This is an optimization exercise on Yosys and OpenROAD, whose aim is small area, not a production implementation. RTL that was checked went through simulation tests only; none was proved equivalent to the original. Power figures rest on the tool's default switching activity, not on a simulated workload.

## remessagizer
module remessagizer
  ( CLK, RESET,
    packet, packetValid,
    message, messageValid );
Size in the first run: ~2700 cells after synthesis, roughly 1800 flip-flops, about 20 I/O pins.
Settings: LEC_CHECK=0, CAP_MARGIN=20, CORE_MARGIN=10, CORE_UTILIZATION=40, CTS_CLUSTER_DIAMETER=60, CTS_CLUSTER_SIZE=30, SLEW_MARGIN=20; clock period 10.0 ns.
run.sh (not shown) runs the stock make flow with config.mk's settings and CLKGATE_MAP_FILE= SYNTH_SCRIPT=/design/flow/synth_recipe.tcl, a recipe that flattens the netlist after the stock synthesis.
==> next run, changes <==
--- a/flow/config.mk
+++ b/flow/config.mk
@@ -10,4 +10,5 @@
 export CORE_UTILIZATION = 40
-export CTS_CLUSTER_DIAMETER = 60
-export CTS_CLUSTER_SIZE = 30
+export CTS_BUF_LIST = sky130_fd_sc_hd__clkbuf_8
+export CTS_CLUSTER_DIAMETER = 80
+export CTS_CLUSTER_SIZE = 20
 export SLEW_MARGIN = 20
Sequential share of layout area went up by 2.0 points.
Final cell count went down by 0.31%.
First-iteration DRC count went down by 6.1%.
Register-to-register slack barely changes.
Clock-buffer cell count went up by 11.
Synthesized area does not change.
Die area stays the same.
Global-route usage barely changes.
Worst setup slack loses 0.20 ns.
Via count stays flat.
Fmax went down by 3.6%.
==> next run, changes <==
--- a/flow/config.mk
+++ b/flow/config.mk
@@ -11,4 +11,4 @@
 export CTS_BUF_LIST = sky130_fd_sc_hd__clkbuf_8
-export CTS_CLUSTER_DIAMETER = 80
-export CTS_CLUSTER_SIZE = 20
+export CTS_CLUSTER_DIAMETER = 50
+export CTS_CLUSTER_SIZE = 18
 export SLEW_MARGIN = 20
After rerunning: Global-route usage is about the same; cell area increases by 1.3%; utilization is higher by 0.54 points; total power climbs by 4.1%.

* * *

remessagizer, a different RTL version from the one above (not shown whole).
Size in the first run: roughly 1800 flip-flops, about 20 I/O pins.
Design remessagizer, start of the top module:
module remessagizer
  ( CLK, RESET,
    packet, packetValid,
    message, messageValid );
clock: 10.0 ns
lec_check: 0
cap_margin: 20
core_margin: 10
core_utilization: 40
cts_buf_list: sky130_fd_sc_hd__clkbuf_8
cts_cluster_diameter: 70
cts_cluster_size: 19
slew_margin: 20
Then changed:
Settings changed: CTS_CLUSTER_DIAMETER 70 to 90.
Final cell count barely changes. Via count hardly moves. Cell area stays flat. Non-clock buffer count stays the same. Die area is unchanged.
Function was not checked in any run of this note: the RTL went through the layout flow alone.

* * *

Another version of the RTL of remessagizer (not shown whole).
For scale: about 2700 cells after synthesis, ~1800 flip-flops.
Settings: LEC_CHECK=0, CAP_MARGIN=20, CORE_MARGIN=10, CORE_UTILIZATION=40, CTS_BUF_LIST=sky130_fd_sc_hd__clkbuf_8, CTS_CLUSTER_DIAMETER=120, CTS_CLUSTER_SIZE=18, SLEW_MARGIN=20; clock period 10.0 ns.
The starting point completed without violations.
Then changed:
CTS_BUF_LIST = unset   (was sky130_fd_sc_hd__clkbuf_8)
CTS_CLUSTER_DIAMETER = 45   (was 120)
CTS_CLUSTER_SIZE = 34   (was 18)
Synthesized area is unchanged; total power grows by 21%; utilization grows by 2.7 points; clock skew shrinks by 0.026 ns; sequential share of layout area shrinks by 4.6 points; non-clock buffer count is unchanged; clock-buffer cell count grows by 12.
Then changed:
CTS_BUF_LIST = sky130_fd_sc_hd__clkbuf_4 sky130_fd_sc_hd__clkbuf_8   (was unset)
CTS_CLUSTER_DIAMETER = 60   (was 45)
CTS_CLUSTER_SIZE = 14   (was 34)
Result: Area after synthesis is unchanged. Global-route usage hardly moves. Cell count falls by 1.2%.
Then changed:
CTS_BUF_LIST = sky130_fd_sc_hd__clkbuf_4   (was sky130_fd_sc_hd__clkbuf_4 sky130_fd_sc_hd__clkbuf_8)
CTS_CLUSTER_DIAMETER = 40   (was 60)
CTS_CLUSTER_SIZE = 10   (was 14)
Effect:
- total power goes down by a few percent
- synthesized area stays the same
- via count climbs by a few percent
- die area stays the same
- hold slack degrades by 0.024 ns
- setup slack loses 0.33 ns
- cell area came out lower slightly
- critical path depth stays the same
Then changed:
CTS_BUF_LIST = sky130_fd_sc_hd__clkbuf_8   (was sky130_fd_sc_hd__clkbuf_4)
CTS_CLUSTER_DIAMETER = 70   (was 40)
CTS_CLUSTER_SIZE = 19   (was 10)
Final area decreases by 0.85%.
Final cell count goes down by 3.0%.
Area after synthesis does not change.

-- static timing again, ports no longer ideal --
How much do the figures lean on ideal ports? The routed layouts below were timed once more, with nothing changed but the port constraints.
Step 1: set_driving_cell puts a clkbuf_16 on CLK and a buf_2 on each other input, an assumption about the parent block.
Step 2 also shifts input and output timing later by t, the mid clock arrival at the registers, as if the neighbouring blocks saw the same clock.
a / b / c = no drivers / after step 1 / after step 2; a / b = the first two.
run	t (ns)	slack for setup (ns)	clock arrival spread, ns
the first run of note 1	0.711	4.724 / 4.657 / 4.836	0.032 / 0.032
the second run of note 1	0.804	4.527 / 4.464 / 4.814	0.047 / 0.047
the third run of note 1	0.795	4.587 / 4.523 / 4.829	0.056 / 0.056
the first run of note 2	0.796	4.082 / 4.019 / 4.638	0.043 / 0.043
the second run of note 2	0.804	4.064 / 3.999 / 4.609	0.030 / 0.030
the first run of note 3	0.828	4.609 / 4.546 / 5.333	0.068 / 0.068
the second run of note 3	0.752	4.712 / 4.649 / 5.328	0.042 / 0.042
the third run of note 3	0.885	4.594 / 4.533 / 5.327	0.058 / 0.058
the fourth run of note 3	1.141	4.266 / 4.203 / 5.327	0.090 / 0.090
the fifth run of note 3	0.799	4.654 / 4.592 / 5.331	0.078 / 0.077
After both steps setup and hold are still met in every run listed.
